This design comes from an exercise in tuning for small area on the open sky130 flow, not from production work. Function was not checked in any run shown here: the RTL went through the layout flow alone. No activity file was given, so power comes from the tool's default toggle rates.

==> flow/run.sh <==
#!/bin/bash
# synth_recipe.tcl (not shown) runs the flow's synth.tcl, then flattens the netlist and writes it again
# the make line also repeats each setting of config.mk as NAME=value (left out here)
make -C /OpenROAD-flow-scripts/flow DESIGN_CONFIG=/design/flow/config.mk WORK_HOME=/design/flow/orfs CLKGATE_MAP_FILE= SYNTH_SCRIPT=/design/flow/synth_recipe.tcl finish
==> flow/config.mk <==
export PLATFORM = sky130hd
export DESIGN_NAME = blinking_led
export DESIGN_NICKNAME = blinking_led
export VERILOG_FILES = /design/flow/design.v
export SDC_FILE = /design/flow/constraint.sdc
export NUM_CORES = 4
export LEC_CHECK = 0
export CAP_MARGIN = 20
export CORE_MARGIN = 2
export CORE_UTILIZATION = 40
export CTS_BUF_LIST = sky130_fd_sc_hd__clkbuf_2 sky130_fd_sc_hd__clkbuf_4 sky130_fd_sc_hd__clkbuf_8
export CTS_CLUSTER_SIZE = 20
export SLEW_MARGIN = 20
==> flow/constraint.sdc <==
create_clock -name core_clock -period 10.0 [get_ports {clk}]
set_input_delay 2.0000 -clock core_clock [delete_from_list [all_inputs] [get_ports {clk}]]
set_output_delay 2.0000 -clock core_clock [all_outputs]
set_load 0.01 [all_outputs]
==> flow/design.v <==
module blinking (
    input  logic        clk,
    input  logic        reset,
    input  logic        we,           
    input  logic [26:0] tnew,         
    output logic        led
);
    logic        valid;               
    logic [26:0] tqn;                 
    logic [31:0] counter;
    logic [31:0] cnext;
    logic [27:0] cy;                  
    logic [32:0] k;                   
    logic        ge;
    always_comb begin
        cy[0] = 1'b1;
        for (int i = 0; i < 27; i++)
            cy[i+1] = (counter[i+5] & tqn[i]) | (counter[i+5] & cy[i]) | (tqn[i] & cy[i]);
    end
    assign ge = !valid || cy[27];
    always_comb begin
        k[0] = 1'b1;
        for (int i = 0; i < 32; i++) begin
            cnext[i] = (counter[i] ^ k[i]) & !ge;
            k[i+1]   = k[i] & counter[i];
        end
    end
    always_ff @(posedge clk or posedge reset) begin
        if (reset) valid <= 1'b0;
        else if (we) valid <= 1'b1;
    end
    always_ff @(posedge clk) begin
        if (we) tqn <= ~tnew;
    end
    always_ff @(posedge clk) begin
        counter <= cnext;
    end
    always_ff @(posedge clk or posedge reset) begin
        if (reset)   led <= 1'b0;
        else if (ge) led <= ~led;
    end
endmodule
module blinking_led
   #(parameter W = 4)
   (
    input  logic clk,
    input  logic reset,
    input  logic cs,
    input  logic read,
    input  logic write,
    input  logic [4:0] addr,
    input  logic [31:0] wr_data,
    output logic [31:0] rd_data,
    output logic [W-1:0] led_out
   );
   logic        we;
   logic [26:0] tnew;
   assign we   = cs && write && (addr[4:2] == 3'd0);
   logic [26:0] x, y;
   assign x    = wr_data[26:0];
   assign tnew = y;
   logic s1;
   logic c2;
   logic s3;
   logic c4;
   logic s5;
   logic c6;
   logic s7;
   logic c8;
   logic s9;
   logic c10;
   logic s11;
   logic c12;
   logic s13;
   logic c14;
   logic s15;
   logic c16;
   logic s17;
   logic c18;
   logic s19;
   logic c20;
   logic s21;
   logic c22;
   logic s23;
   logic c24;
   logic s25;
   logic c26;
   logic s27;
   logic c28;
   logic s29;
   logic c30;
   logic s31;
   logic c32;
   logic s33;
   logic c34;
   logic s35;
   logic c36;
   logic s37;
   logic c38;
   logic s39;
   logic c40;
   logic s41;
   logic c42;
   logic s43;
   logic c44;
   logic s45;
   logic c46;
   logic s47;
   logic c48;
   logic s49;
   logic c50;
   logic s51;
   logic c52;
   logic s53;
   logic c54;
   logic s55;
   logic c56;
   logic s57;
   logic c58;
   logic s59;
   logic c60;
   logic s61;
   logic c62;
   logic s63;
   logic c64;
   logic s65;
   logic c66;
   logic s67;
   logic c68;
   logic s69;
   logic c70;
   logic s71;
   logic c72;
   logic s73;
   logic c74;
   logic s75;
   logic c76;
   logic s77;
   logic c78;
   logic s79;
   logic c80;
   logic s81;
   logic c82;
   logic s83;
   logic c84;
   logic s85;
   logic c86;
   logic s87;
   logic c88;
   logic s89;
   logic c90;
   logic s91;
   logic c92;
   logic s93;
   logic c94;
   logic s95;
   logic c96;
   logic s97;
   logic c98;
   logic s99;
   logic c100;
   logic s101;
   logic c102;
   logic s103;
   logic c104;
   logic s105;
   logic c106;
   logic s107;
   logic c108;
   logic s109;
   logic c110;
   logic s111;
   logic c112;
   logic s113;
   logic c114;
   logic s115;
   logic c116;
   logic s117;
   logic c118;
   logic s119;
   logic c120;
   logic s121;
   logic c122;
   logic s123;
   logic c124;
   logic s125;
   logic c126;
   logic s127;
   logic c128;
   logic s129;
   logic c130;
   logic s131;
   logic c132;
   logic s133;
   logic c134;
   logic s135;
   logic c136;
   logic s137;
   logic c138;
   logic s139;
   logic c140;
   logic s141;
   logic c142;
   logic s143;
   logic c144;
   logic s145;
   logic c146;
   logic s147;
   logic c148;
   logic s149;
   logic c150;
   logic s151;
   logic c152;
   logic s153;
   logic c154;
   logic s155;
   logic c156;
   logic s157;
   logic c158;
   logic s159;
   logic c160;
   logic s161;
   logic c162;
   logic s163;
   logic c164;
   logic s165;
   logic c166;
   logic s167;
   logic c168;
   logic s169;
   logic c170;
   logic s171;
   logic c172;
   logic s173;
   logic c174;
   logic s175;
   logic c176;
   logic s177;
   logic c178;
   logic s179;
   logic c180;
   logic s181;
   logic c182;
   logic s183;
   logic c184;
   logic s185;
   logic c186;
   logic s187;
   logic c188;
   logic s189;
   logic c190;
   logic s191;
   logic c192;
   logic s193;
   logic c194;
   logic s195;
   logic c196;
   logic s197;
   logic c198;
   logic s199;
   logic c200;
   logic s201;
   logic c202;
   logic s203;
   logic c204;
   logic s205;
   logic c206;
   logic q207;
   logic p208;
   logic q209;
   logic p210;
   logic q211;
   logic p212;
   logic q213;
   logic p214;
   logic q215;
   logic p216;
   logic q217;
   logic p218;
   logic q219;
   logic p220;
   logic q221;
   logic p222;
   logic q223;
   logic p224;
   logic q225;
   logic p226;
   logic q227;
   logic p228;
   logic q229;
   logic p230;
   logic q231;
   assign s1 = x[10] ^ x[8];
   assign c2 = x[10] & x[8];
   assign s3 = x[11] ^ x[9] ^ x[7];
   assign c4 = (x[11] & x[9]) | (x[11] & x[7]) | (x[9] & x[7]);
   assign s5 = x[6] ^ x[1];
   assign c6 = x[6] & x[1];
   assign s7 = x[12] ^ x[10] ^ x[8];
   assign c8 = (x[12] & x[10]) | (x[12] & x[8]) | (x[10] & x[8]);
   assign s9 = x[7] ^ x[2] ^ x[1];
   assign c10 = (x[7] & x[2]) | (x[7] & x[1]) | (x[2] & x[1]);
   assign s11 = x[13] ^ x[11] ^ x[9];
   assign c12 = (x[13] & x[11]) | (x[13] & x[9]) | (x[11] & x[9]);
   assign s13 = x[8] ^ x[3] ^ x[2];
   assign c14 = (x[8] & x[3]) | (x[8] & x[2]) | (x[3] & x[2]);
   assign s15 = x[14] ^ x[12] ^ x[10];
   assign c16 = (x[14] & x[12]) | (x[14] & x[10]) | (x[12] & x[10]);
   assign s17 = x[9] ^ x[4] ^ x[3];
   assign c18 = (x[9] & x[4]) | (x[9] & x[3]) | (x[4] & x[3]);
   assign s19 = x[15] ^ x[13] ^ x[11];
   assign c20 = (x[15] & x[13]) | (x[15] & x[11]) | (x[13] & x[11]);
   assign s21 = x[10] ^ x[5] ^ x[4];
   assign c22 = (x[10] & x[5]) | (x[10] & x[4]) | (x[5] & x[4]);
   assign s23 = x[16] ^ x[14] ^ x[12];
   assign c24 = (x[16] & x[14]) | (x[16] & x[12]) | (x[14] & x[12]);
   assign s25 = x[11] ^ x[6] ^ x[5];
   assign c26 = (x[11] & x[6]) | (x[11] & x[5]) | (x[6] & x[5]);
   assign s27 = x[17] ^ x[15] ^ x[13];
   assign c28 = (x[17] & x[15]) | (x[17] & x[13]) | (x[15] & x[13]);
   assign s29 = x[12] ^ x[7] ^ x[6];
   assign c30 = (x[12] & x[7]) | (x[12] & x[6]) | (x[7] & x[6]);
   assign s31 = x[18] ^ x[16] ^ x[14];
   assign c32 = (x[18] & x[16]) | (x[18] & x[14]) | (x[16] & x[14]);
   assign s33 = x[13] ^ x[8] ^ x[7];
   assign c34 = (x[13] & x[8]) | (x[13] & x[7]) | (x[8] & x[7]);
   assign s35 = x[19] ^ x[17] ^ x[15];
   assign c36 = (x[19] & x[17]) | (x[19] & x[15]) | (x[17] & x[15]);
   assign s37 = x[14] ^ x[9] ^ x[8];
   assign c38 = (x[14] & x[9]) | (x[14] & x[8]) | (x[9] & x[8]);
   assign s39 = x[20] ^ x[18] ^ x[16];
   assign c40 = (x[20] & x[18]) | (x[20] & x[16]) | (x[18] & x[16]);
   assign s41 = x[15] ^ x[10] ^ x[9];
   assign c42 = (x[15] & x[10]) | (x[15] & x[9]) | (x[10] & x[9]);
   assign s43 = x[21] ^ x[19] ^ x[17];
   assign c44 = (x[21] & x[19]) | (x[21] & x[17]) | (x[19] & x[17]);
   assign s45 = x[16] ^ x[11] ^ x[10];
   assign c46 = (x[16] & x[11]) | (x[16] & x[10]) | (x[11] & x[10]);
   assign s47 = x[22] ^ x[20] ^ x[18];
   assign c48 = (x[22] & x[20]) | (x[22] & x[18]) | (x[20] & x[18]);
   assign s49 = x[17] ^ x[12] ^ x[11];
   assign c50 = (x[17] & x[12]) | (x[17] & x[11]) | (x[12] & x[11]);
   assign s51 = x[23] ^ x[21] ^ x[19];
   assign c52 = (x[23] & x[21]) | (x[23] & x[19]) | (x[21] & x[19]);
   assign s53 = x[18] ^ x[13] ^ x[12];
   assign c54 = (x[18] & x[13]) | (x[18] & x[12]) | (x[13] & x[12]);
   assign s55 = x[24] ^ x[22] ^ x[20];
   assign c56 = (x[24] & x[22]) | (x[24] & x[20]) | (x[22] & x[20]);
   assign s57 = x[19] ^ x[14] ^ x[13];
   assign c58 = (x[19] & x[14]) | (x[19] & x[13]) | (x[14] & x[13]);
   assign s59 = x[25] ^ x[23] ^ x[21];
   assign c60 = (x[25] & x[23]) | (x[25] & x[21]) | (x[23] & x[21]);
   assign s61 = x[20] ^ x[15] ^ x[14];
   assign c62 = (x[20] & x[15]) | (x[20] & x[14]) | (x[15] & x[14]);
   assign s63 = x[26] ^ x[24] ^ x[22];
   assign c64 = (x[26] & x[24]) | (x[26] & x[22]) | (x[24] & x[22]);
   assign s65 = x[21] ^ x[16] ^ x[15];
   assign c66 = (x[21] & x[16]) | (x[21] & x[15]) | (x[16] & x[15]);
   assign s67 = x[5] ^ x[3];
   assign c68 = x[5] & x[3];
   assign s69 = x[6] ^ x[4] ^ x[2];
   assign c70 = (x[6] & x[4]) | (x[6] & x[2]) | (x[4] & x[2]);
   assign s71 = x[7] ^ x[5] ^ x[3];
   assign c72 = (x[7] & x[5]) | (x[7] & x[3]) | (x[5] & x[3]);
   assign s73 = x[8] ^ x[6] ^ x[4];
   assign c74 = (x[8] & x[6]) | (x[8] & x[4]) | (x[6] & x[4]);
   assign s75 = x[9] ^ x[7] ^ x[5];
   assign c76 = (x[9] & x[7]) | (x[9] & x[5]) | (x[7] & x[5]);
   assign s77 = s1 ^ x[6] ^ x[5];
   assign c78 = (s1 & x[6]) | (s1 & x[5]) | (x[6] & x[5]);
   assign s79 = s3 ^ s5 ^ x[0];
   assign c80 = (s3 & s5) | (s3 & x[0]) | (s5 & x[0]);
   assign s81 = s7 ^ s9 ^ c4;
   assign c82 = (s7 & s9) | (s7 & c4) | (s9 & c4);
   assign s83 = s11 ^ s13 ^ c8;
   assign c84 = (s11 & s13) | (s11 & c8) | (s13 & c8);
   assign s85 = s15 ^ s17 ^ c12;
   assign c86 = (s15 & s17) | (s15 & c12) | (s17 & c12);
   assign s87 = s19 ^ s21 ^ c16;
   assign c88 = (s19 & s21) | (s19 & c16) | (s21 & c16);
   assign s89 = s23 ^ s25 ^ c20;
   assign c90 = (s23 & s25) | (s23 & c20) | (s25 & c20);
   assign s91 = s27 ^ s29 ^ c24;
   assign c92 = (s27 & s29) | (s27 & c24) | (s29 & c24);
   assign s93 = s31 ^ s33 ^ c28;
   assign c94 = (s31 & s33) | (s31 & c28) | (s33 & c28);
   assign s95 = s35 ^ s37 ^ c32;
   assign c96 = (s35 & s37) | (s35 & c32) | (s37 & c32);
   assign s97 = s39 ^ s41 ^ c36;
   assign c98 = (s39 & s41) | (s39 & c36) | (s41 & c36);
   assign s99 = s43 ^ s45 ^ c40;
   assign c100 = (s43 & s45) | (s43 & c40) | (s45 & c40);
   assign s101 = s47 ^ s49 ^ c44;
   assign c102 = (s47 & s49) | (s47 & c44) | (s49 & c44);
   assign s103 = s51 ^ s53 ^ c48;
   assign c104 = (s51 & s53) | (s51 & c48) | (s53 & c48);
   assign s105 = s55 ^ s57 ^ c52;
   assign c106 = (s55 & s57) | (s55 & c52) | (s57 & c52);
   assign s107 = s59 ^ s61 ^ c56;
   assign c108 = (s59 & s61) | (s59 & c56) | (s61 & c56);
   assign s109 = s63 ^ s65 ^ c60;
   assign c110 = (s63 & s65) | (s63 & c60) | (s65 & c60);
   assign s111 = x[4] ^ x[2];
   assign c112 = x[4] & x[2];
   assign s113 = s67 ^ x[1] ^ x[0];
   assign c114 = (s67 & x[1]) | (s67 & x[0]) | (x[1] & x[0]);
   assign s115 = s69 ^ x[1] ^ c68;
   assign c116 = (s69 & x[1]) | (s69 & c68) | (x[1] & c68);
   assign s117 = s71 ^ x[2] ^ c70;
   assign c118 = (s71 & x[2]) | (s71 & c70) | (x[2] & c70);
   assign s119 = s73 ^ x[3] ^ c72;
   assign c120 = (s73 & x[3]) | (s73 & c72) | (x[3] & c72);
   assign s121 = s75 ^ x[4] ^ c74;
   assign c122 = (s75 & x[4]) | (s75 & c74) | (x[4] & c74);
   assign s123 = s77 ^ x[0] ^ c76;
   assign c124 = (s77 & x[0]) | (s77 & c76) | (x[0] & c76);
   assign s125 = s79 ^ c2 ^ c78;
   assign c126 = (s79 & c2) | (s79 & c78) | (c2 & c78);
   assign s127 = s81 ^ c6 ^ c80;
   assign c128 = (s81 & c6) | (s81 & c80) | (c6 & c80);
   assign s129 = s83 ^ c10 ^ c82;
   assign c130 = (s83 & c10) | (s83 & c82) | (c10 & c82);
   assign s131 = s85 ^ c14 ^ c84;
   assign c132 = (s85 & c14) | (s85 & c84) | (c14 & c84);
   assign s133 = s87 ^ c18 ^ c86;
   assign c134 = (s87 & c18) | (s87 & c86) | (c18 & c86);
   assign s135 = s89 ^ c22 ^ c88;
   assign c136 = (s89 & c22) | (s89 & c88) | (c22 & c88);
   assign s137 = s91 ^ c26 ^ c90;
   assign c138 = (s91 & c26) | (s91 & c90) | (c26 & c90);
   assign s139 = s93 ^ c30 ^ c92;
   assign c140 = (s93 & c30) | (s93 & c92) | (c30 & c92);
   assign s141 = s95 ^ c34 ^ c94;
   assign c142 = (s95 & c34) | (s95 & c94) | (c34 & c94);
   assign s143 = s97 ^ c38 ^ c96;
   assign c144 = (s97 & c38) | (s97 & c96) | (c38 & c96);
   assign s145 = s99 ^ c42 ^ c98;
   assign c146 = (s99 & c42) | (s99 & c98) | (c42 & c98);
   assign s147 = s101 ^ c46 ^ c100;
   assign c148 = (s101 & c46) | (s101 & c100) | (c46 & c100);
   assign s149 = s103 ^ c50 ^ c102;
   assign c150 = (s103 & c50) | (s103 & c102) | (c50 & c102);
   assign s151 = s105 ^ c54 ^ c104;
   assign c152 = (s105 & c54) | (s105 & c104) | (c54 & c104);
   assign s153 = s107 ^ c58 ^ c106;
   assign c154 = (s107 & c58) | (s107 & c106) | (c58 & c106);
   assign s155 = s109 ^ c62 ^ c108;
   assign c156 = (s109 & c62) | (s109 & c108) | (c62 & c108);
   assign s157 = x[2] ^ x[0];
   assign c158 = x[2] & x[0];
   assign s159 = x[3] ^ x[1] ^ c158;
   assign c160 = (x[3] & x[1]) | (x[3] & c158) | (x[1] & c158);
   assign s161 = s111 ^ x[0] ^ c160;
   assign c162 = (s111 & x[0]) | (s111 & c160) | (x[0] & c160);
   assign s163 = s113 ^ c112 ^ c162;
   assign c164 = (s113 & c112) | (s113 & c162) | (c112 & c162);
   assign s165 = s115 ^ c114 ^ c164;
   assign c166 = (s115 & c114) | (s115 & c164) | (c114 & c164);
   assign s167 = s117 ^ c116 ^ c166;
   assign c168 = (s117 & c116) | (s117 & c166) | (c116 & c166);
   assign s169 = s119 ^ c118 ^ c168;
   assign c170 = (s119 & c118) | (s119 & c168) | (c118 & c168);
   assign s171 = s121 ^ c120 ^ c170;
   assign c172 = (s121 & c120) | (s121 & c170) | (c120 & c170);
   assign s173 = s123 ^ c122 ^ c172;
   assign c174 = (s123 & c122) | (s123 & c172) | (c122 & c172);
   assign s175 = s125 ^ c124 ^ c174;
   assign c176 = (s125 & c124) | (s125 & c174) | (c124 & c174);
   assign s177 = s127 ^ c126 ^ c176;
   assign c178 = (s127 & c126) | (s127 & c176) | (c126 & c176);
   assign s179 = s129 ^ c128;
   assign c180 = s129 & c128;
   assign s181 = s131 ^ c130 ^ c180;
   assign c182 = (s131 & c130) | (s131 & c180) | (c130 & c180);
   assign s183 = s133 ^ c132 ^ c182;
   assign c184 = (s133 & c132) | (s133 & c182) | (c132 & c182);
   assign s185 = s135 ^ c134 ^ c184;
   assign c186 = (s135 & c134) | (s135 & c184) | (c134 & c184);
   assign s187 = s137 ^ c136 ^ c186;
   assign c188 = (s137 & c136) | (s137 & c186) | (c136 & c186);
   assign s189 = s139 ^ c138 ^ c188;
   assign c190 = (s139 & c138) | (s139 & c188) | (c138 & c188);
   assign s191 = s141 ^ c140 ^ c190;
   assign c192 = (s141 & c140) | (s141 & c190) | (c140 & c190);
   assign s193 = s143 ^ c142 ^ c192;
   assign c194 = (s143 & c142) | (s143 & c192) | (c142 & c192);
   assign s195 = s145 ^ c144 ^ c194;
   assign c196 = (s145 & c144) | (s145 & c194) | (c144 & c194);
   assign s197 = s147 ^ c146 ^ c196;
   assign c198 = (s147 & c146) | (s147 & c196) | (c146 & c196);
   assign s199 = s149 ^ c148 ^ c198;
   assign c200 = (s149 & c148) | (s149 & c198) | (c148 & c198);
   assign s201 = s151 ^ c150 ^ c200;
   assign c202 = (s151 & c150) | (s151 & c200) | (c150 & c200);
   assign s203 = s153 ^ c152 ^ c202;
   assign c204 = (s153 & c152) | (s153 & c202) | (c152 & c202);
   assign s205 = s155 ^ c154 ^ c204;
   assign c206 = (s155 & c154) | (s155 & c204) | (c154 & c204);
   assign y[13] = s179 ^ c178;
   assign q207 = c178 & s179;
   assign y[14] = s181 ^ q207;
   assign p208 = s179 & s181;
   assign q209 = c178 & p208;
   assign y[15] = s183 ^ q209;
   assign p210 = p208 & s183;
   assign q211 = c178 & p210;
   assign y[16] = s185 ^ q211;
   assign p212 = p210 & s185;
   assign q213 = c178 & p212;
   assign y[17] = s187 ^ q213;
   assign p214 = p212 & s187;
   assign q215 = c178 & p214;
   assign y[18] = s189 ^ q215;
   assign p216 = p214 & s189;
   assign q217 = c178 & p216;
   assign y[19] = s191 ^ q217;
   assign p218 = p216 & s191;
   assign q219 = c178 & p218;
   assign y[20] = s193 ^ q219;
   assign p220 = p218 & s193;
   assign q221 = c178 & p220;
   assign y[21] = s195 ^ q221;
   assign p222 = p220 & s195;
   assign q223 = c178 & p222;
   assign y[22] = s197 ^ q223;
   assign p224 = p222 & s197;
   assign q225 = c178 & p224;
   assign y[23] = s199 ^ q225;
   assign p226 = p224 & s199;
   assign q227 = c178 & p226;
   assign y[24] = s201 ^ q227;
   assign p228 = p226 & s201;
   assign q229 = c178 & p228;
   assign y[25] = s203 ^ q229;
   assign p230 = p228 & s203;
   assign q231 = c178 & p230;
   assign y[26] = s205 ^ q231;
   assign y[0] = x[0];
   assign y[1] = x[1];
   assign y[2] = s157;
   assign y[3] = s159;
   assign y[4] = s161;
   assign y[5] = s163;
   assign y[6] = s165;
   assign y[7] = s167;
   assign y[8] = s169;
   assign y[9] = s171;
   assign y[10] = s173;
   assign y[11] = s175;
   assign y[12] = s177;
   assign rd_data = 32'd0;
   genvar i;
   generate
      for (i = 0; i < W; i++) begin : g_led
         blinking led_i (.clk(clk), .reset(reset), .we(we && addr[1:0] == i),
                         .tnew(tnew), .led(led_out[i]));
      end
   endgenerate
endmodule
==> summary.txt, run 1 <==
Outcome
  • Status: finished clean

STA
  • Min Hold Slack: 420 ps
  • Period Utilization, post-route: 0.960
  • Clock Skew: around 18 ps
  • Normalized max-slew margin: 0.269
  • Number of hold violations in the final report: 0
  • Unrepaired setup endpoints after global routing: false
  • Maximum achievable frequency: 0.104 GHz
  • Number of setup violations in the final report: 0
  • Final worst path period need: 9600 ps
  • Max-slew violation total from the final report: 0
  • Actual slew at the worst max-slew pin: 1090 ps
  • Setup tns final: 0 ps

Floorplan
  • Total core area: between 30000 and 40000 um^2
  • Vertical extent of the die: 185 um
  • Initial core utilization: 0.404
  • Overall die area: roughly 34000 um^2
  • Number of standard-cell rows in the floorplan: 66
  • I/O pin total: roughly 80
  • DIE WIDTH: ~180 um

Routing
  • Initial DRC count: between 400 and 500
  • Detailed Routing Iterations Pass 1: 5
  • Via count of the routed design: 7708
  • Wire per inst: about 15 um
  • Via density: roughly 4.8
  • Antenna-violating nets left: 0
  • DRC errors left: 0
  • Sum of routed wire length over all layers: 25000 um

Logic synthesis
  • EDFF count, synth: 108
  • Proportion of register bits with asynchronous set or reset after synthesis: 0.0328
  • Post-synth top flop: dfxtp_1
  • Largest cells by area after synthesis: edfxtp_1 25%, dfxtp_1 20%, fa_1 14%, ha_1 12%, and2_1 4.8%
  • Number of storage elements in the synthesis netlist: about 240
  • Avg Synthesized Cell Area: between 10 and 15 um^2
  • Area share of the largest cell type after synthesis: 0.248
  • Synthesized instance count: between 1000 and 1500
  • Yosys warning total: 1
  • Most common library cells after synthesis: 128 x dfxtp_1, 127 x ha_1, 115 x inv_1
  • Sequential cell area fraction in the yosys report: 0.459
  • Cell with the most instances after synthesis: dfxtp_1
  • Synth cell types: 67
  • Area of the mapped netlist: 13100 um^2
  • Library cell with the largest summed area after synthesis: edfxtp_1

Clock tree
  • Buffer cell driving the clock tree root: clkbuf_8
  • Hold-fix buffer count after cts: 0
  • Register clock-pin slew on the reported worst setup and hold paths: ~60 ps
  • CTS sink count: 244
  • Clock tree from TritonCTS: built
  • # H-tree levels: 2
  • TritonCTS buffer count: 42
  • PostCTS Resize Cnt: 0
  • Buffers from clock root to sink, at most: 3
  • Insertion delay of the later-clocked pin in the worst-skew pair: ~530 ps
  • Post-CTS setup buffer count: 0

Min path
  • WHS Path Cells: 1
  • Worst min-delay path class: reg -> reg
  • Beginning of the worst hold path: g_led[3].led_i.counter[0]$_DFF_P_

Setup path
  • Setup Crit Path Kind: in -> reg
  • Data arrival at the endpoint of the critical path: around 9900 ps
  • Kind of capture point of the worst setup path: flop
  • Worst reg2reg path depth: 34
  • Worst setup path endpoint: g_led[0].led_i.tqn[26]$_DFFE_PP_
  • Worst-path cell chain: clkdlybuf4s50_1, fa_1, inv_1, fa_1, fa_1, inv_1, ha_1, inv_1, fa_1, inv_1, fa_1, fa_1, fa_1, fa_1, fa_1, fa_1, fa_1, fa_1, fa_1, inv_1, fa_1, fa_1, nor3_1, xnor2_1
  • Reg-to-reg critical path endpoint: g_led[2].led_i.counter[31]$_DFF_P_
  • WP data required: about 10000 ps
  • Critical path's most frequent cell: fa_1
  • Start point of the critical path: wr_data[2]
  • Critical Path Slowest Stage Cell: fa_1
  • Critical path fanouts, max: 4
  • CP delay by family, top: adder cells
  • Kind of launch point of the worst setup path: input port
  • Launch instance of the worst register-to-register path: g_led[2].led_i.counter[0]$_DFF_P_
  • Worst Path Buf+Inv: 6
  • Crit path largest cell delay: 570 ps
  • Cell count along the critical path: 24
  • Worst setup slack for register-to-register paths: roughly 3200 ps

Layout
  • Number of nets in the layout: approximately 1400
  • Area growth from synthesis to final layout: 13.4%
  • Fraction of layout instances using a drive strength above 1: 0.104
  • Final design utilization: 0.458
  • Final antenna diode count: 0
  • Number of fillers in the final layout: between 3000 and 4000

Placed design
  • Total of buffers placed on input and output ports: 39
  • Routability congestion estimate: slightly above 0.8
  • Half-perimeter wire length after placement: between 15000 and 20000 um

Global routing
  • First-pass GRT wire length: between 40000 and 50000 um
  • GR Util All Layers: 0.152
  • Antenna violations before repair: 0
  • Largest net degree at the start of global routing: 34
  • Vias in the first global route: 7762
  • Remaining global-route overflow: 0

Flow run
  • Max-Cap Viols: 0

Power and ir drop
  • Static power due to leakage: roughly 6.8 nW
  • Maximum vdd ir drop: approximately 0.00011 V
  • Total power density per cell area: approximately 220 nW/um^2
per-stage QoR:
step / power [mW] / setup slack (ps) / cell area (um^2) / cells
2_1_floorplan: 1.88 / 681 / 13200 / 1086
3_3_place_gp: 2.36 / -164 / 13900 / 1539
3_5_place_dp: 2.38 / -222 / 13900 / 1539
4_1_cts: 3.34 / 352 / 14800 / 1616
5_1_grt: 3.46 / 24.2 / 14800 / 1616
6_report: 3.27 / 398 / 14800 / 1616
cells in the final DEF, fill, tap and decap left out, types with 7 or more instances in the layout:
| cell | Yosys | layout |
|---|---|---|
| dfxtp_1 | 128 | 128 |
| ha_1 | 127 | 127 |
| inv_1 | 115 | 115 |
| edfxtp_1 | 108 | 108 |
| and2_1 | 101 | 101 |
| fa_1 | 92 | 92 |
| clkbuf_8 | 0 | 49 |
| clkdlybuf4s50_1 | 0 | 39 |
| and3_1 | 34 | 34 |
| conb_1 | 1 | 32 |
| nor2_1 | 31 | 30 |
| nand2_1 | 25 | 25 |
| buf_4 | 36 | 23 |
| xnor2_1 | 21 | 21 |
| o22ai_1 | 18 | 18 |
| o21ai_0 | 17 | 17 |
| a21oi_1 | 16 | 16 |
| a31oi_1 | 15 | 15 |
| o31ai_1 | 14 | 14 |
| clkbuf_4 | 0 | 12 |
| a221oi_1 | 8 | 8 |
| xor2_1 | 8 | 8 |
| or2_2 | 8 | 8 |
| dfrtp_1 | 8 | 8 |
| nand3_1 | 7 | 7 |
power by group:
part,internal [mW],switching (mW)
sequential,1.26,0.0220
clock,0.546,0.400
combinational,0.340,0.706
total,2.15,1.13
per-layer routing:
metal | share of wire | wire (um) | up-vias | track usage
li1 | - | - | 3807 | -
met1 | 0.45 | 11300 | 3678 | 0.200
met2 | 0.47 | 11600 | 174 | 0.251
met3 | 0.050 | 1250 | 49 | 0.0281
met4 | 0.030 | 758 | 0 | 0.0562
met5 | 0 | 0 | - | 0
final cells by class:
class / count / area [um^2] / share of cell area
sequential: 244 / 6010 / 0.405
multi-input combinational: 676 / 6370 / 0.430
clock inverter: 16 / 136 / 0.00920
tap: 442 / 553 / 0.0373
clock buffer: 61 / 764 / 0.0516
inverter: 115 / 432 / 0.0291
timing repair buffer: 62 / 563 / 0.0380
registers in the layout, summed over array words and instances (netlist names):
| signal | flops |
|---|---|
| g_led.led_i.valid | 4 |
| g_led.led_i.tqn | 108 |
| g_led.led_i.counter | 128 |
| g_led.led_i.led | 4 |
kinds of logic (layout without fill, tap and decap cells):
group	after synthesis	after routing	share of synthesized area
fa+ha+maj	227	227	0.269
compound gates	155	155	0.0874
other cells	1	32	0.000287
flops	244	244	0.459
buf+inv	166	254	0.0634
mux	1	1	0.000861
simple gates	232	232	0.100
xor+xnor	29	29	0.0194
worst reg2reg max path: cells and delay by family, from the launching register on:
kind,cells,cell delay [ps]
fa+ha+maj,30,6020
simple gates,2,260
compound gates,2,170
flops,1,310
worst min-delay path by stage:
stage / to / slack, ps
3_5_place_dp: g_led[2].led_i.counter[0]$_DFF_P_ / 410
4_1_cts: g_led[3].led_i.counter[0]$_DFF_P_ / 430
6_report: g_led[3].led_i.counter[0]$_DFF_P_ / 420
5_1_grt: g_led[0].led_i.counter[0]$_DFF_P_ / 440
3_3_place_gp: g_led[0].led_i.counter[0]$_DFF_P_ / 410
2_1_floorplan: g_led[1].led_i.counter[0]$_DFF_P_ / 400
==> run 2: changes to the inputs <==
--- a/flow/config.mk
+++ b/flow/config.mk
@@ -9,5 +9,6 @@
 export CORE_MARGIN = 2
 export CORE_UTILIZATION = 40
-export CTS_BUF_LIST = sky130_fd_sc_hd__clkbuf_2 sky130_fd_sc_hd__clkbuf_4 sky130_fd_sc_hd__clkbuf_8
-export CTS_CLUSTER_SIZE = 20
+export CTS_BUF_LIST = sky130_fd_sc_hd__clkbuf_8
+export CTS_CLUSTER_DIAMETER = 80
+export CTS_CLUSTER_SIZE = 18
 export SLEW_MARGIN = 20
==> summary.txt, run 2 <==
STA
  • Max-slew violation total from the final report: 0
  • Number of hold violations in the final report: 0
  • Actual slew at the worst max-slew pin: 1060 ps
  • Unrepaired setup endpoints after global routing: false
  • Final WS setup: about 400 ps
  • Normalized max-slew margin: 0.286
  • Setup tns final: 0 ps
  • Maximum achievable frequency: around 0.10 GHz
  • Number of setup violations in the final report: 0
  • Final worst path period need: between 9000 and 10000 ps
  • Clock Skew: 40.0 ps
  • Period Utilization, post-route: 0.959

Logic synthesis
  • Largest cells by area after synthesis: edfxtp_1 25%, dfxtp_1 20%, fa_1 14%, ha_1 12%, and2_1 4.8%
  • Most common library cells after synthesis: 128 x dfxtp_1, 127 x ha_1, 115 x inv_1
  • Proportion of register bits with asynchronous set or reset after synthesis: 0.0328
  • Synthesized instance count: 1055
  • Post-synth top flop: dfxtp_1
  • Area share of the largest cell type after synthesis: 0.248
  • Area of the mapped netlist: 13100 um^2
  • Cell with the most instances after synthesis: dfxtp_1
  • Avg Synthesized Cell Area: 12.4 um^2
  • Sequential cell area fraction in the yosys report: 0.459
  • Number of storage elements in the synthesis netlist: 244
  • Yosys warning total: 1
  • Synth cell types: 67
  • Library cell with the largest summed area after synthesis: edfxtp_1
  • EDFF count, synth: about 110

Clock tree
  • CTS sink count: around 240
  • TritonCTS buffer count: 18
  • Hold-fix buffer count after cts: 0
  • Register clock-pin slew on the reported worst setup and hold paths: about 110 ps
  • Post-CTS setup buffer count: 0
  • PostCTS Resize Cnt: 0
  • Clock tree from TritonCTS: built
  • Insertion delay of the later-clocked pin in the worst-skew pair: ~540 ps
  • Buffer cell driving the clock tree root: clkbuf_8
  • # H-tree levels: 1
  • Buffers from clock root to sink, at most: 3

Floorplan
  • Overall die area: between 30000 and 40000 um^2
  • I/O pin total: 78
  • Vertical extent of the die: between 150 and 200 um
  • Total core area: about 32000 um^2
  • Number of standard-cell rows in the floorplan: 66
  • DIE WIDTH: ~180 um
  • Initial core utilization: 0.404

Routing
  • Antenna-violating nets left: 0
  • Detailed Routing Iterations Pass 1: 5
  • Via count of the routed design: roughly 7500
  • DRC errors left: 0
  • Initial DRC count: a little under 400
  • Sum of routed wire length over all layers: approximately 25000 um
  • Via density: 4.79
  • Wire per inst: about 16 um

Layout
  • Biggest registers after layout: g_led.led_i.counter (128), g_led.led_i.tqn (108)
  • Area taken by flip-flops and latches: 6010 um^2
  • Area growth from synthesis to final layout: 9.26%
  • Footprint of the multi-input gates: 6370 um^2
  • Most used cells in the layout excluding fill and tap cells: 128 x dfxtp_1, 127 x ha_1, 124 x inv_1, 108 x edfxtp_1, 101 x and2_1
  • Leading cell type in the layout, fill and taps excluded: dfxtp_1
  • Final antenna diode count: 0
  • Number of nets in the layout: between 1000 and 1500
  • Number of flip-flops in the largest register: about 130
  • Number of fillers in the final layout: 3066
  • Fraction of layout instances using a drive strength above 1: 0.0638
  • Reg with most FFs: g_led.led_i.counter

Setup path
  • Worst reg2reg path depth: 34
  • Worst-path cell chain: clkdlybuf4s50_1, fa_1, inv_1, fa_1, fa_1, inv_1, ha_1, inv_1, fa_1, inv_1, fa_1, fa_1, fa_1, fa_1, fa_1, fa_1, fa_1, fa_1, fa_1, inv_1, fa_1, fa_1, nor3_1, xnor2_1
  • Launch instance of the worst register-to-register path: g_led[2].led_i.counter[0]$_DFF_P_
  • Setup Crit Path Kind: in -> reg
  • Start point of the critical path: wr_data[2]
  • Kind of launch point of the worst setup path: input port
  • Reg-to-reg critical path endpoint: g_led[2].led_i.counter[31]$_DFF_P_
  • CP delay by family, top: adder cells
  • Worst Path Buf+Inv: 6
  • WP data required: a little over 10000 ps
  • Critical path fanouts, max: 4
  • Critical Path Slowest Stage Cell: fa_1
  • Data arrival at the endpoint of the critical path: 9880 ps
  • Crit path largest cell delay: between 500 and 600 ps
  • Critical path's most frequent cell: fa_1
  • Worst setup slack for register-to-register paths: 3170 ps
  • Kind of capture point of the worst setup path: flop

Min path
  • Beginning of the worst hold path: g_led[3].led_i.counter[0]$_DFF_P_
  • Worst-case hold path end point: g_led[3].led_i.counter[0]$_DFF_P_
  • WHS Path Cells: 1
  • Worst min-delay path class: reg -> reg

Power and ir drop
  • Proportion of power drawn by the clock network: 0.189
  • Register share of total power: 0.447
  • Maximum vdd ir drop: between 0.0001 and 0.00015 V
  • Internal power: between 1.5 and 2 mW
  • Switching power summed over all nets: around 1.1 mW
  • Sw Ratio: 0.367
  • Static power due to leakage: roughly 6.5 nW
  • Portion of total power attributed to combinational logic: 0.364
  • Total power density per cell area: roughly 200 nW/um^2

Placed design
  • Half-perimeter wire length after placement: 18100 um
  • Routability congestion estimate: ~0.8
  • Setup slack at placement: -222 ps
  • Total of buffers placed on input and output ports: 39

Global routing
  • Antenna violations before repair: 0
  • Vias in the first global route: 7514
  • GR Util All Layers: 0.148
  • Largest net degree at the start of global routing: 34
  • Remaining global-route overflow: 0
  • First-pass GRT wire length: roughly 39000 um

Flow run
  • Max-Cap Viols: 0

Outcome
  • Status: finished clean
==> run 2: worst max path at each step <==
stage	end	slack, ps	depth (start not counted)
final	g_led[1].led_i.tqn[26]$_DFFE_PP_	410	24
after global routing	g_led[1].led_i.tqn[26]$_DFFE_PP_	30	24
after floorplan	g_led[0].led_i.tqn[26]$_DFFE_PP_	680	23
after CTS	g_led[0].led_i.tqn[25]$_DFFE_PP_	370	24
after detailed placement	g_led[3].led_i.tqn[26]$_DFFE_PP_	-220	24
after global placement	g_led[0].led_i.tqn[25]$_DFFE_PP_	-160	24
==> run 2: final cells by class <==
cell class | count | area share
Clock buffer | 20 | 0.0193
Clock inverter | 12 | 0.00622
Inverter | 115 | 0.0302
Multi-Input combinational cell | 676 | 0.446
Sequential cell | 244 | 0.420
Tap cell | 442 | 0.0387
Timing Repair Buffer | 62 | 0.0394
==> run 2: cell families (layout without fill, tap and decap cells) <==
| kind of cell | after synthesis | in the layout | synth area share |
|---|---|---|---|
| fa+ha+maj | 227 | 227 | 0.269 |
| simple gates | 232 | 232 | 0.100 |
| compound gates | 155 | 155 | 0.0874 |
| flops | 244 | 244 | 0.459 |
| buf+inv | 166 | 209 | 0.0634 |
| other cells | 1 | 32 | 0.000287 |
| mux | 1 | 1 | 0.000861 |
| xor+xnor | 29 | 29 | 0.0194 |
==> run 2: worst reg2reg max path, delay by kind of cell, from the launching register on <==
| kind | cells | cell delay [ps] |
|---|---|---|
| simple gates | 2 | 260 |
| flops | 1 | 330 |
| compound gates | 2 | 170 |
| fa+ha+maj | 30 | 6050 |
==> run 2: routing by layer <==
| metal | GRT usage | vias to the layer above | share of wire | routed length, um |
|---|---|---|---|---|
| met5 | 0 | - | 0 | 0 |
| met1 | 0.201 | 3633 | 0.46 | 11400 |
| met3 | 0.0189 | 30 | 0.044 | 1070 |
| met2 | 0.251 | 136 | 0.47 | 11500 |
| met4 | 0.0390 | 0 | 0.022 | 552 |
| li1 | - | 3732 | - | - |
==> run 2: power by group through the flow <==
stage               Combinational [mW]  Clock, mW  Sequential, mW
floorplan                        0.586          0            1.29
global placement                  1.06          0            1.30
detailed placement                1.08          0            1.30
CTS                               1.08      0.566            1.28
global route                      1.16      0.598            1.29
finish                            1.04      0.542            1.28
==> run 2: metrics by stage <==
| step | instance area (um^2) | hold slack (ps) | total power, mW | utilization | cells |
|---|---|---|---|---|---|
| 6_report | 14300 | 428 | 2.87 | 0.441 | 1571 |
| 5_1_grt | 14300 | 446 | 3.04 | 0.441 | 1571 |
| 4_1_cts | 14300 | 431 | 2.93 | 0.441 | 1571 |
| 3_5_place_dp | 13900 | 412 | 2.38 | 0.430 | 1539 |
| 3_3_place_gp | 13900 | 410 | 2.36 | 0.430 | 1539 |
| 2_1_floorplan | 13200 | 395 | 1.88 | - | 1086 |
==> run 3: changes to the inputs <==
--- a/flow/config.mk
+++ b/flow/config.mk
@@ -9,6 +9,6 @@
 export CORE_MARGIN = 2
 export CORE_UTILIZATION = 40
-export CTS_BUF_LIST = sky130_fd_sc_hd__clkbuf_8
-export CTS_CLUSTER_DIAMETER = 80
-export CTS_CLUSTER_SIZE = 18
+export CTS_BUF_LIST = sky130_fd_sc_hd__clkbuf_16
+export CTS_CLUSTER_DIAMETER = 100
+export CTS_CLUSTER_SIZE = 25
 export SLEW_MARGIN = 20
==> summary.txt, run 3 <==
Layout
  • Biggest registers after layout: g_led.led_i.counter (128), g_led.led_i.tqn (108)
  • Area growth from synthesis to final layout: 9.39%
  • Most used cells in the layout excluding fill and tap cells: 128 x dfxtp_1, 127 x ha_1, 122 x inv_1, 108 x edfxtp_1, 101 x and2_1
  • Leading cell type in the layout, fill and taps excluded: dfxtp_1
  • Fraction of layout instances using a drive strength above 1: 0.0590
  • Final antenna diode count: 0
  • Number of flip-flops in the largest register: 128
  • Number of nets in the layout: roughly 1400
  • Reg with most FFs: g_led.led_i.counter

Power and ir drop
  • Maximum vdd ir drop: 0.000106 V
  • Total power density per cell area: 202 nW/um^2
  • Overall power of the completed layout: between 2 and 3 mW
  • Static power due to leakage: 6.49 nW

Placed design
  • Total of buffers placed on input and output ports: 39
  • Half-perimeter wire length after placement: approximately 18000 um
  • Routability congestion estimate: about 0.81

Global routing
  • Remaining global-route overflow: 0
  • Vias in the first global route: 7479
  • First-pass GRT wire length: a little under 40000 um
  • GR Util All Layers: 0.147
  • Largest net degree at the start of global routing: 34
  • Antenna violations before repair: 0

Setup path
  • Setup Crit Path Kind: in -> reg
  • Kind of capture point of the worst setup path: flop
  • Data arrival at the endpoint of the critical path: between 9000 and 10000 ps
  • Critical path fanouts, max: 4
  • WP data required: between 10000 and 15000 ps
  • Kind of launch point of the worst setup path: input port

Clock tree
  • TritonCTS buffer count: 13
  • Hold-fix buffer count after cts: 0
  • # H-tree levels: 1
  • Buffers from clock root to sink, at most: 3
  • Insertion delay of the later-clocked pin in the worst-skew pair: a little under 500 ps
  • Register clock-pin slew on the reported worst setup and hold paths: ~100 ps
  • Buffer cell driving the clock tree root: clkbuf_16
  • Clock tree from TritonCTS: built
  • CTS sink count: 244

Routing
  • Via density: a little under 5
  • Sum of routed wire length over all layers: approximately 24000 um
  • Wire per inst: ~16 um
  • Detailed Routing Iterations Pass 1: 4
  • Via count of the routed design: 7497
  • Antenna-violating nets left: 0
  • DRC errors left: 0
  • Initial DRC count: ~390

Floorplan
  • DIE WIDTH: roughly 180 um
  • Overall die area: around 34000 um^2
  • Initial core utilization: 0.404
  • I/O pin total: between 70 and 80
  • Vertical extent of the die: about 180 um
  • Total core area: 32400 um^2
  • Number of standard-cell rows in the floorplan: 66

Logic synthesis
  • Largest cells by area after synthesis: edfxtp_1 25%, dfxtp_1 20%, fa_1 14%, ha_1 12%, and2_1 4.8%
  • Synthesized instance count: roughly 1100
  • Proportion of register bits with asynchronous set or reset after synthesis: 0.0328
  • Library cell with the largest summed area after synthesis: edfxtp_1
  • Post-synth top flop: dfxtp_1
  • Most common library cells after synthesis: 128 x dfxtp_1, 127 x ha_1, 115 x inv_1
  • Yosys warning total: 1
  • Area of the mapped netlist: around 13000 um^2
  • Synth cell types: 67
  • Number of storage elements in the synthesis netlist: around 240
  • Avg Synthesized Cell Area: 12.4 um^2
  • Sequential cell area fraction in the yosys report: 0.459
  • EDFF count, synth: about 110
  • Cell with the most instances after synthesis: dfxtp_1
  • Area share of the largest cell type after synthesis: 0.248

STA
  • Normalized max-slew margin: 0.247
  • Maximum achievable frequency: between 0.1 and 0.15 GHz
  • Number of setup violations in the final report: 0
  • Actual slew at the worst max-slew pin: roughly 1100 ps
  • Period Utilization, post-route: 0.965
  • Max-slew violation total from the final report: 0
  • Unrepaired setup endpoints after global routing: false
  • Number of hold violations in the final report: 0
  • Final worst path period need: approximately 9600 ps
  • Setup tns final: 0 ps
  • Clock Skew: ~17 ps

Min path
  • Worst min-delay path class: reg -> reg

Flow run
  • Max-Cap Viols: 0

Outcome
  • Status: finished clean
[run 3: cell counts after synthesis]
Identical to the previous run, type by type.
[run 3: layout make-up]
class / instances / area, um^2
fill: 3065 / 18100
tap: 442 / 553
clock inverter: 9 / 42.5
multi-input combinational: 676 / 6380
timing repair buffer: 62 / 563
sequential: 244 / 6010
clock buffer: 13 / 325
inverter: 115 / 432
[run 3: logic make-up (layout without fill, tap and decap cells)]
kind of cell,count (synthesis),after routing,synth area share
buffers and inverters,166,199,0.0634
AO/OA/AOI/OAI,155,155,0.0874
flip-flops,244,244,0.459
multiplexers,1,1,0.000861
other,1,32,0.000287
XOR/XNOR,29,29,0.0194
AND/OR/NAND/NOR,232,232,0.100
adder cells (fa/ha/maj),227,227,0.269
[run 3: metal layers]
metal / vias up / routed length [um] / track usage
li1: 3731 / - / -
met1: 3598 / 11100 / 0.198
met2: 137 / 11500 / 0.248
met3: 31 / 1050 / 0.0193
met4: 0 / 669 / 0.0444
met5: - / 0 / 0
[run 3: final timing paths]
path	startpoint	end	slack [ps]	depth (start not counted)
min	g_led[3].led_i.counter[0]$_DFF_P_	g_led[3].led_i.counter[0]$_DFF_P_	430	1
max reg2reg	g_led[2].led_i.counter[0]$_DFF_P_	g_led[2].led_i.counter[31]$_DFF_P_	3170	34
min reg2reg	g_led[3].led_i.counter[0]$_DFF_P_	g_led[3].led_i.counter[0]$_DFF_P_	430	1
min in group asynchronous	reset	g_led[2].led_i.led$_DFFE_PP0P_	1850	2
max in group asynchronous	reset	g_led[1].led_i.led$_DFFE_PP0P_	7780	2
max	wr_data[2]	g_led[3].led_i.tqn[25]$_DFFE_PP_	350	24
[run 3: report_power, final]
part	leakage, nW	total [mW]	switching (mW)	internal (mW)
combinational	4.19	1.06	0.714	0.346
clock	0.202	0.555	0.314	0.242
sequential	2.10	1.28	0.0217	1.26
total	6.49	2.90	1.05	1.85
[run 3: worst max-delay path: stages]
cell             delay (ps)
clkdlybuf4s50_1         490
fa_1                    570
inv_1                    60
fa_1                    460
fa_1                    490
inv_1                    40
ha_1                    170
inv_1                    70
fa_1                    170
inv_1                    50
fa_1                    450
fa_1                    460
fa_1                    460
fa_1                    460
fa_1                    470
fa_1                    460
fa_1                    460
fa_1                    460
fa_1                    430
inv_1                    90
fa_1                    200
fa_1                    420
buf_4                   150
xor2_1                  350
[run 3: timing repair]
item,CTS,global route
endpoints found under the setup margin,0,4
gates resized for setup,0,2
buffers inserted,0,0
endpoints found under the hold margin,0,0
[run 3: metrics by stage]
| step | setup WS, ps | hold WS (ps) | instances | util | area (um^2) |
|---|---|---|---|---|---|
| finish | 351 | 426 | 1561 | 0.442 | 14300 |
| CTS | 308 | 430 | 1561 | 0.441 | 14300 |
| global placement | -164 | 410 | 1539 | 0.430 | 13900 |
| floorplan | 681 | 395 | 1086 | - | 13200 |
| detailed placement | -222 | 412 | 1539 | 0.430 | 13900 |
| global route | 17.3 | 444 | 1561 | 0.442 | 14300 |
==> run 4: changes to the inputs <==
--- a/flow/design.v
+++ b/flow/design.v
@@ -16,5 +16,5 @@
         cy[0] = 1'b1;
         for (int i = 0; i < 27; i++)
-            cy[i+1] = (counter[i+5] & tqn[i]) | (counter[i+5] & cy[i]) | (tqn[i] & cy[i]);
+            cy[i+1] = tqn[i] ? (counter[i+5] | cy[i]) : (counter[i+5] & cy[i]);
     end
     assign ge = !valid || cy[27];
--- a/flow/config.mk
+++ b/flow/config.mk
@@ -8,7 +8,7 @@
 export CAP_MARGIN = 20
 export CORE_MARGIN = 2
-export CORE_UTILIZATION = 40
+export CORE_UTILIZATION = 60
 export CTS_BUF_LIST = sky130_fd_sc_hd__clkbuf_16
 export CTS_CLUSTER_DIAMETER = 100
-export CTS_CLUSTER_SIZE = 25
+export CTS_CLUSTER_SIZE = 30
 export SLEW_MARGIN = 20
==> summary.txt, run 4 <==
Outcome
  • Status: finished clean

Layout
  • Leading cell type in the layout, fill and taps excluded: dfxtp_1
  • Biggest registers after layout: g_led.led_i.counter (128), g_led.led_i.tqn (108)
  • Area growth from synthesis to final layout: 8.60%
  • Reg with most FFs: g_led.led_i.counter
  • Filler-free cell count of the finished design: roughly 1400
  • Fraction of layout instances using a drive strength above 1: 0.0467
  • Final antenna diode count: 0
  • Number of fillers in the final layout: around 1600
  • Number of nets in the layout: around 1400
  • Final design utilization: 0.663
  • Most used cells in the layout excluding fill and tap cells: 128 x dfxtp_1, 127 x ha_1, 121 x inv_1, 108 x edfxtp_1
  • Number of flip-flops in the largest register: roughly 130

Routing
  • Via density: about 5.3
  • Initial DRC count: between 300 and 400
  • Via count of the routed design: 7388
  • Detailed Routing Iterations Pass 1: 7
  • Wire per inst: approximately 17 um
  • Antenna-violating nets left: 0
  • DRC errors left: 0
  • Sum of routed wire length over all layers: 23400 um

Floorplan
  • Initial core utilization: 0.611
  • Overall die area: roughly 23000 um^2
  • Number of standard-cell rows in the floorplan: 53
  • I/O pin total: 78
  • DIE WIDTH: 150 um
  • Total core area: around 21000 um^2
  • Vertical extent of the die: approximately 150 um

STA
  • Max-slew violation total from the final report: 0
  • Maximum achievable frequency: between 0.1 and 0.15 GHz
  • Normalized max-slew margin: 0.403
  • Number of hold violations in the final report: 0
  • Setup tns final: 0 ps
  • Unrepaired setup endpoints after global routing: false
  • Clock Skew: 29.2 ps
  • Actual slew at the worst max-slew pin: between 800 and 900 ps
  • Period Utilization, post-route: 0.959
  • Final worst path period need: around 9600 ps
  • Number of setup violations in the final report: 0

Placed design
  • Number of placed cells counting well taps: between 1000 and 1500
  • Half-perimeter wire length after placement: 17300 um
  • Total of buffers placed on input and output ports: 39
  • Routability congestion estimate: between 0.8 and 0.9

Global routing
  • GR Util All Layers: 0.213
  • Antenna violations before repair: 0
  • First-pass GRT wire length: roughly 37000 um
  • Largest net degree at the start of global routing: 34
  • Vias in the first global route: around 7200
  • Remaining global-route overflow: 0

Flow run
  • Max-Cap Viols: 0

Setup path
  • Critical path's most frequent cell: fa_1
  • Kind of capture point of the worst setup path: flop
  • CP delay by family, top: adder cells
  • Setup Crit Path Kind: in -> reg
  • Worst Path Buf+Inv: 6
  • Worst-path cell chain: clkdlybuf4s50_1, fa_1, inv_1, fa_1, fa_1, inv_1, ha_1, inv_1, fa_1, inv_1, fa_1, fa_1, fa_1, fa_1, fa_1, fa_1, fa_1, fa_1, fa_1, inv_1, fa_1, fa_1, nor3_2, xnor2_2
  • Crit path largest cell delay: roughly 560 ps
  • Worst setup slack for register-to-register paths: roughly 3300 ps
  • Launch instance of the worst register-to-register path: g_led[3].led_i.counter[0]$_DFF_P_
  • WP data required: 10200 ps
  • Critical Path Slowest Stage Cell: fa_1
  • Kind of launch point of the worst setup path: input port
  • Reg-to-reg critical path endpoint: g_led[3].led_i.counter[31]$_DFF_P_
  • Worst reg2reg path depth: 32
  • Critical path fanouts, max: 4
  • Data arrival at the endpoint of the critical path: roughly 9800 ps

Clock tree
  • Insertion delay of the later-clocked pin in the worst-skew pair: around 480 ps
  • TritonCTS buffer count: 12
  • Post-CTS setup buffer count: 0
  • Buffers from clock root to sink, at most: 3
  • Register clock-pin slew on the reported worst setup and hold paths: approximately 110 ps
  • # H-tree levels: 1
  • CTS sink count: approximately 240
  • Buffer cell driving the clock tree root: clkbuf_16
  • Clock tree from TritonCTS: built

Logic synthesis
  • Most common library cells after synthesis: 128 x dfxtp_1, 127 x ha_1, 116 x inv_1
  • Cell with the most instances after synthesis: dfxtp_1
  • Number of storage elements in the synthesis netlist: 244
  • Library cell with the largest summed area after synthesis: edfxtp_1
  • Avg Synthesized Cell Area: between 10 and 15 um^2
  • Synth cell types: 55
  • Largest cells by area after synthesis: edfxtp_1 25%, dfxtp_1 20%, fa_1 14%, ha_1 12%, and2_1 4.5%
  • Yosys warning total: 1
  • Sequential cell area fraction in the yosys report: 0.468
  • Synthesized instance count: 1048
  • Proportion of register bits with asynchronous set or reset after synthesis: 0.0328
  • EDFF count, synth: around 110
  • Area share of the largest cell type after synthesis: 0.253
  • Post-synth top flop: dfxtp_1
  • Area of the mapped netlist: 12800 um^2

Power and ir drop
  • Maximum vdd ir drop: ~0.00013 V
  • Overall power of the completed layout: 2.86 mW
  • Switching power summed over all nets: between 1 and 1.5 mW
  • Total power density per cell area: 205 nW/um^2
  • Static power due to leakage: approximately 6.3 nW
  • Sw Ratio: 0.359
  • Internal power: around 1.8 mW
  • Register share of total power: 0.445
  • Proportion of power drawn by the clock network: 0.193
  • Portion of total power attributed to combinational logic: 0.363

Min path
  • WHS Path Cells: 1
  • Beginning of the worst hold path: g_led[1].led_i.counter[0]$_DFF_P_
  • Worst min-delay path class: reg -> reg
  • Worst-case hold path end point: g_led[1].led_i.counter[0]$_DFF_P_
run 4: logic make-up (layout without fill, tap and decap cells):
family	after synthesis	count (layout)	share of synthesized area
AO/OA/AOI/OAI	157	157	0.0864
buffers and inverters	164	198	0.0600
AND/OR/NAND/NOR	231	231	0.0964
other	1	32	0.000292
adder cells (fa/ha/maj)	221	221	0.269
flip-flops	244	244	0.468
XOR/XNOR	30	30	0.0205
run 4: final cells by class:
class                      count  area [um^2]  share of cell area
multi-input combinational    671         6230               0.446
sequential                   244         6010               0.431
inverter                     116          435              0.0312
clock buffer                  13          325              0.0233
tap                          275          344              0.0247
timing repair buffer          62          563              0.0404
clock inverter                 7         47.5             0.00341
run 4: what timing repair did:
action / CTS / global route
hold buffers: 0 / 0
resized for setup: 0 / 2
setup endpoints to repair: 0 / 4
run 4: power groups by stage:
stage / sequential, mW / combinational (mW) / clock [mW]
after floorplan: 1.29 / 0.590 / 0
after global placement: 1.29 / 1.02 / 0
after detailed placement: 1.30 / 1.04 / 0
after CTS: 1.27 / 1.05 / 0.571
after global routing: 1.28 / 1.15 / 0.599
final: 1.27 / 1.04 / 0.551
run 4: worst max path at each step:
stage	startpoint	to	slack, ps	cells after the start
floorplan	wr_data[1]	g_led[0].led_i.tqn[26]$_DFFE_PP_	680	23
global placement	wr_data[2]	g_led[1].led_i.tqn[26]$_DFFE_PP_	-80	24
detailed placement	wr_data[2]	g_led[1].led_i.tqn[26]$_DFFE_PP_	-180	24
finish	wr_data[2]	g_led[0].led_i.tqn[26]$_DFFE_PP_	410	24
global route	wr_data[2]	g_led[0].led_i.tqn[26]$_DFFE_PP_	40	24
CTS	wr_data[2]	g_led[0].led_i.tqn[26]$_DFFE_PP_	320	24
run 4: per-layer routing:
metal  GRT usage  vias up  part of all wire
li1            -     3658                 -
met1       0.306     3539              0.48
met2       0.343      152              0.45
met3      0.0194       39             0.033
met4      0.0741        0             0.033
met5           0        -                 0
run 4: metrics by stage:
stage               worst slack (ps)  area, um^2  hold WS, ps
floorplan                        681       13000          398
global placement               -76.4       13500          409
detailed placement              -175       13600          412
CTS                              324       13900          428
global route                    42.9       13900          455
finish                           405       13900          425
==> run 5: changes to the inputs <==
==> flow/flow/run.sh (new file) <==
#!/bin/bash
# Own layout flow: the standard flow (standard synthesis unchanged), with
#  - the port buffers made of the smallest buffer cell (buf_1) instead of the flow's pick;
#  - no dummy loads in the clock tree.
set -euo pipefail
bash standard.sh \
  "BUFFER_PORTS_ARGS=-buffer_cell sky130_fd_sc_hd__buf_1" \
  finish > flow_make.log 2>&1
==> flow/standard.sh (new file) <==
#!/bin/bash
# synth_recipe.tcl (not shown) runs the flow's synth.tcl, then flattens the netlist and writes it again
# the make line also repeats each setting of config.mk as NAME=value (left out here)
make -C /OpenROAD-flow-scripts/flow DESIGN_CONFIG=/design/flow/config.mk WORK_HOME=/design/flow/orfs CLKGATE_MAP_FILE= SYNTH_SCRIPT=/design/flow/synth_recipe.tcl "${@:-finish}"
--- a/flow/config.mk
+++ b/flow/config.mk
@@ -8,7 +8,7 @@
 export CAP_MARGIN = 20
 export CORE_MARGIN = 2
-export CORE_UTILIZATION = 60
+export CORE_UTILIZATION = 40
 export CTS_BUF_LIST = sky130_fd_sc_hd__clkbuf_16
 export CTS_CLUSTER_DIAMETER = 100
-export CTS_CLUSTER_SIZE = 30
+export CTS_CLUSTER_SIZE = 25
 export SLEW_MARGIN = 20
removed: flow/run.sh
==> summary.txt, run 5 <==
Outcome
  • Status: finished clean

Clock tree
  • Buffers from clock root to sink, at most: 3
  • PostCTS Resize Cnt: 0
  • # H-tree levels: 1
  • CTS sink count: 244
  • Insertion delay of the later-clocked pin in the worst-skew pair: between 400 and 500 ps
  • Post-CTS setup buffer count: 0
  • Hold-fix buffer count after cts: 0
  • TritonCTS buffer count: 13
  • Clock tree from TritonCTS: built
  • Register clock-pin slew on the reported worst setup and hold paths: 100 ps
  • Buffer cell driving the clock tree root: clkbuf_16

Logic synthesis
  • Synth cell types: between 50 and 60
  • Most common library cells after synthesis: 128 x dfxtp_1, 127 x ha_1, 116 x inv_1
  • Area share of the largest cell type after synthesis: 0.253
  • EDFF count, synth: around 110
  • Post-synth top flop: dfxtp_1
  • Synthesized instance count: around 1000
  • Library cell with the largest summed area after synthesis: edfxtp_1
  • Number of storage elements in the synthesis netlist: around 240
  • Yosys warning total: 1
  • Avg Synthesized Cell Area: 12.3 um^2
  • Cell with the most instances after synthesis: dfxtp_1
  • Largest cells by area after synthesis: edfxtp_1 25%, dfxtp_1 20%, fa_1 14%, ha_1 12%, and2_1 4.5%
  • Proportion of register bits with asynchronous set or reset after synthesis: 0.0328
  • Sequential cell area fraction in the yosys report: 0.468
  • Area of the mapped netlist: between 10000 and 15000 um^2

STA
  • Final WS setup: a little under 700 ps
  • Normalized max-slew margin: 0.316
  • Actual slew at the worst max-slew pin: a little over 1000 ps
  • Max-slew violation total from the final report: 0
  • Final worst path period need: 9310 ps
  • Unrepaired setup endpoints after global routing: false
  • Min Hold Slack: 426 ps
  • Number of hold violations in the final report: 0
  • Setup tns final: 0 ps
  • Maximum achievable frequency: 0.107 GHz
  • Number of setup violations in the final report: 0
  • Period Utilization, post-route: 0.931
  • Clock Skew: 12.4 ps

Min path
  • Worst min-delay path class: reg -> reg

Floorplan
  • Overall die area: roughly 34000 um^2
  • Initial core utilization: 0.407
  • I/O pin total: 78
  • DIE WIDTH: ~180 um
  • Vertical extent of the die: ~180 um
  • Number of standard-cell rows in the floorplan: 65
  • Total core area: roughly 32000 um^2

Placed design
  • Setup slack at placement: 117 ps
  • Routability congestion estimate: roughly 0.81
  • Half-perimeter wire length after placement: around 18000 um
  • Total of buffers placed on input and output ports: 39

Routing
  • Wire per inst: about 16 um
  • Sum of routed wire length over all layers: about 24000 um
  • Initial DRC count: 450
  • Via count of the routed design: around 7500
  • Via density: 4.94
  • Antenna-violating nets left: 0
  • DRC errors left: 0
  • Detailed Routing Iterations Pass 1: 5

Layout
  • Leading cell type in the layout, fill and taps excluded: dfxtp_1
  • Fraction of layout instances using a drive strength above 1: 0.0431
  • Number of flip-flops in the largest register: between 100 and 150
  • Number of fillers in the final layout: around 2900
  • Number of nets in the layout: ~1400
  • Final antenna diode count: 0
  • Area growth from synthesis to final layout: 7.69%
  • Most used cells in the layout excluding fill and tap cells: 128 x dfxtp_1, 127 x ha_1, 123 x inv_1, 108 x edfxtp_1
  • Reg with most FFs: g_led.led_i.counter
  • Final design utilization: 0.438
  • Biggest registers after layout: g_led.led_i.counter (128), g_led.led_i.tqn (108)

Power and ir drop
  • Proportion of power drawn by the clock network: 0.194
  • Maximum vdd ir drop: ~0.00019 V
  • Internal power: between 1.5 and 2 mW
  • Sw Ratio: 0.361
  • Portion of total power attributed to combinational logic: 0.354
  • Total power density per cell area: roughly 200 nW/um^2
  • Register share of total power: 0.452
  • Overall power of the completed layout: ~2.8 mW
  • Static power due to leakage: 6.18 nW
  • Switching power summed over all nets: just over 1 mW

Setup path
  • Kind of capture point of the worst setup path: flop
  • WP data required: roughly 10000 ps
  • Critical path fanouts, max: 5
  • Data arrival at the endpoint of the critical path: 9520 ps
  • Kind of launch point of the worst setup path: input port
  • Setup Crit Path Kind: in -> reg

Global routing
  • Largest net degree at the start of global routing: 34
  • Vias in the first global route: around 7400
  • First-pass GRT wire length: around 38000 um
  • GR Util All Layers: 0.145
  • Antenna violations before repair: 1
  • Remaining global-route overflow: 0

Flow run
  • Max-Cap Viols: 0
[run 5: worst max-delay path: stages]
cell and delay [ps]:
buf_1 210, fa_1 540, inv_1 50, fa_1 410
fa_1 540, inv_1 40, ha_1 160, inv_1 70
fa_1 160, inv_1 50, fa_1 450, fa_1 480
fa_1 460, fa_1 460, fa_1 460, fa_1 470
fa_1 470, fa_1 470, fa_1 430, inv_1 90
fa_1 210, fa_1 430, nor3_1 230, xnor2_1 150
[run 5: cells by family after synthesis]
logic type,after synthesis,share of synthesized area
DFF,244,0.468
and+or+nand+nor,231,0.0964
adders and majority gates,221,0.269
buffers and inverters,164,0.0600
AOI/OAI and AO/OA,157,0.0864
xor gates and xnor gates,30,0.0205
other,1,0.000292
[run 5: final cells by class]
cell class | instances | area (um^2) | share of cell area
Clock buffer | 13 | 325 | 0.0235
Inverter | 116 | 435 | 0.0315
Tap cell | 402 | 503 | 0.0364
Multi-Input combinational cell | 671 | 6210 | 0.449
Clock inverter | 8 | 35.0 | 0.00253
Sequential cell | 244 | 6010 | 0.434
Timing Repair Buffer | 61 | 312 | 0.0225
[run 5: stage by stage]
step | instances | instance area, um^2
floorplan | 1079 | 13000
global placement | 1494 | 13500
detailed placement | 1494 | 13500
CTS | 1515 | 13800
global route | 1515 | 13800
finish | 1515 | 13800
[run 5: layer usage]
metal	GRT usage	up-vias	wire [um]
li1	-	3666	-
met1	0.206	3635	11500
met2	0.233	158	10600
met3	0.0163	30	946
met4	0.0448	0	604
met5	0	-	0
[run 5: worst paths after layout]
check | from | endpoint | slack (ps) | cells past startpoint
setup / recovery | wr_data[7] | g_led[0].led_i.tqn[26]$_DFFE_PP_ | 690 | 24
hold / removal | g_led[3].led_i.counter[0]$_DFF_P_ | g_led[3].led_i.counter[0]$_DFF_P_ | 430 | 1
setup reg to reg | g_led[2].led_i.counter[0]$_DFF_P_ | g_led[2].led_i.counter[31]$_DFF_P_ | 3300 | 32
hold reg to reg | g_led[3].led_i.counter[0]$_DFF_P_ | g_led[3].led_i.counter[0]$_DFF_P_ | 430 | 1
max in group asynchronous | reset | g_led[3].led_i.led$_DFFE_PP0P_ | 8100 | 2
min in group asynchronous | reset | g_led[0].led_i.valid$_DFFE_PP0P_ | 1530 | 2
[run 5: power groups by stage]
stage | clock network, mW | registers (mW) | logic, mW
after global placement | 0 | 1.30 | 1.01
after detailed placement | 0 | 1.30 | 1.04
after floorplan | 0 | 1.29 | 0.590
after CTS | 0.569 | 1.27 | 1.04
after global routing | 0.601 | 1.28 | 1.11
final | 0.547 | 1.27 | 0.997

==> separate check: timing with driven ports <==
The results above use ideal ports. As a check the final layouts listed here were re-extracted and re-timed, cells and wires unchanged. Step 1: set_driving_cell puts a clkbuf_16 on clk and a buf_2 on each other input, an assumption about the parent block. Step 2 also shifts input and output timing later by t, the mid clock arrival at the registers, as if the neighbouring blocks saw the same clock. Three values: no drivers, after step 1, after step 2; two values: the first two.
run	shift t [ns]	slack for setup (ns)	slew at the worst register clock pin (ns)	worst slew at a driven data input, ns	pins driven straight from the clock port
run 1	0.568	0.398 / 0.420 / -0.148	0.07 / 0.07	0.04	1
run 2	0.563	0.409 / 0.428 / -0.135	0.12 / 0.12	0.04	1
run 3	0.528	0.351 / 0.377 / -0.150	0.10 / 0.10	0.04	1
run 4	0.511	0.405 / 0.426 / -0.085	0.11 / 0.11	0.03	1
run 5	0.514	0.694 / 0.716 / 0.201	0.10 / 0.10	0.10	1
Met with ideal ports but missed after step 2: setup timing in run 1, run 2, run 3 and run 4. The setup slack of run 1, which loses most, moves by +0.022 ns with the drivers and by -0.546 ns with both steps.
